Source: an optimization exercise on an open RTL-to-GDS flow (aim: small area). Production flows keep margins and buffers that such runs may drop. The RTL was checked by simulation tests, not by an equivalence proof against the original design. No activity file was given, so power comes from the tool's default toggle rates.

==> branch harbor: inputs <==
Design core, start of the top module:
module core(
	input clk,
	input rst,
	input wire [3:0] gpi_in,
	output wire [3:0] gpo_out,
	output wire [31:0] wb_instr,
	input wire uart_rx,
	output wire uart_tx,
	output [31:0] wb_pc,
	output wire [9:0] imem_addr,
	input wire [63:0] imem_rdata,
	output wire wb_we,
	output wire [4:0] wb_rd,
	output wire [31:0] wb_rd_value
);
Settings: LEC_CHECK=0, CAP_MARGIN=10, CORE_MARGIN=2, CORE_UTILIZATION=70, CTS_CLUSTER_DIAMETER=100, CTS_CLUSTER_SIZE=30, PLACE_DENSITY=0.78, SLEW_MARGIN=10, SYNTH_HIERARCHICAL=1, SYNTH_MINIMUM_KEEP_SIZE=0; clock period 20.0 ns.
run.sh (not shown) runs the stock make flow with config.mk's settings and CLKGATE_MAP_FILE= SYNTH_SCRIPT=/design/flow/synth_recipe.tcl, a recipe that flattens the netlist after the stock synthesis.
==> branch tundra (differences from branch harbor) <==
--- a/flow/config.mk
+++ b/flow/config.mk
@@ -7,9 +7,9 @@
 export LEC_CHECK = 0
-export CAP_MARGIN = 10
+export CAP_MARGIN = 20
 export CORE_MARGIN = 2
-export CORE_UTILIZATION = 70
+export CORE_UTILIZATION = 55
 export CTS_CLUSTER_DIAMETER = 100
 export CTS_CLUSTER_SIZE = 30
-export PLACE_DENSITY = 0.78
-export SLEW_MARGIN = 10
+export PLACE_DENSITY = 0.65
+export SLEW_MARGIN = 20
 export SYNTH_HIERARCHICAL = 1
==> branch garnet (differences from branch harbor) <==
==> flow/config.mk (replaced) <==
export PLATFORM = sky130hd
export DESIGN_NAME = core
export DESIGN_NICKNAME = core
export VERILOG_FILES = /design/flow/design.v
export SDC_FILE = /design/flow/constraint.sdc
export NUM_CORES = 4
export LEC_CHECK = 0
export CAP_MARGIN = 20
export CORE_MARGIN = 2
export CORE_UTILIZATION = 40
export SLEW_MARGIN = 20
export SYNTH_HIERARCHICAL = 1
export SYNTH_MINIMUM_KEEP_SIZE = 0
==> branch maple (differences from branch harbor) <==
--- a/flow/config.mk
+++ b/flow/config.mk
@@ -7,9 +7,9 @@
 export LEC_CHECK = 0
-export CAP_MARGIN = 10
+export CAP_MARGIN = 20
 export CORE_MARGIN = 2
-export CORE_UTILIZATION = 70
-export CTS_CLUSTER_DIAMETER = 100
+export CORE_UTILIZATION = 55
+export CTS_CLUSTER_DIAMETER = 80
 export CTS_CLUSTER_SIZE = 30
-export PLACE_DENSITY = 0.78
-export SLEW_MARGIN = 10
+export PLACE_DENSITY = 0.65
+export SLEW_MARGIN = 20
 export SYNTH_HIERARCHICAL = 1
==> results.txt <==
quantity                                                               branch harbor             branch tundra             branch maple             branch garnet
Reported combinational group power                                           1.65 mW                   1.65 mW                  1.65 mW                   1.74 mW
Relative area of non-clock buffer cells in the final design                    2.82%                     3.10%                    3.09%                     3.03%
Largest net degree at the start of global routing                                100                        76                       76                        72
Total stage count of the critical path                                            49                        49                       49                        48
Clock network area share                                                       2.72%                     2.76%                    3.24%                     7.29%
Ratio of final minimum period to clock period                                  87.8%                     88.4%                    87.9%                     87.5%
Post-DP Area                                                             146,000 um2               147,000 um2              147,000 um2               149,000 um2
DR WL met2                                                                    207 mm                    217 mm                   217 mm                    232 mm
Worst hold endpoint                                              wb_pc_r[13]$_DFF_P_    wb_instr_r[23]$_DFF_P_         id_pc[1]$_DFF_P_    wb_instr_r[29]$_DFF_P_
Result of the run                                            complete, no violations   complete, no violations  complete, no violations   complete, no violations
Setup Slack @ Placement                                                      2.80 ns                   2.53 ns                  2.53 ns                   2.56 ns
Vias in the first global route                                                 91.2k                     87.7k                    88.0k                     90.9k
Layout overhead on the synthesized area                                        8.28%                     9.50%                    10.1%                     16.1%
Start point of the worst min-delay path                           mem_pc[13]$_DFF_P_  mem_instr[23]$_SDFF_PP0_       pc[1]$_SDFFE_PP0P_  mem_instr[29]$_SDFF_PP0_
Final setup skew                                                           0.0522 ns                 0.0588 ns                0.0635 ns                  0.136 ns
Layout buffer count excluding clock buffers                                      500                       519                      520                       553
Final #Nets                                                                    9,486                     9,508                    9,521                     9,762

==> separate check: timing with driven ports <==
Ports are ideal in the flow. The routed layouts listed here were re-timed in OpenROAD. Step 1 sets driving cells, clkbuf_16 on the clock port and buf_2 on the other inputs (assumed; they add their load-dependent delay and slew). Step 2 also shifts input and output timing later by t, the mid clock arrival at the registers, as if the neighbouring blocks saw the same clock. Slacks: ideal / step 1 / step 2; pairs: ideal / step 1.
run | t (ns) | setup WS [ns] | worst slew at a driven data input, ns
branch harbor | 0.949 | 2.444 / 2.444 / 2.444 | 0.05
branch tundra | 0.978 | 2.315 / 2.315 / 2.315 | 0.04
branch garnet | 1.031 | 2.500 / 2.500 / 2.500 | 0.04
branch maple | 0.980 | 2.421 / 2.421 / 2.421 | 0.04
After both steps setup and hold are still met in every run listed.
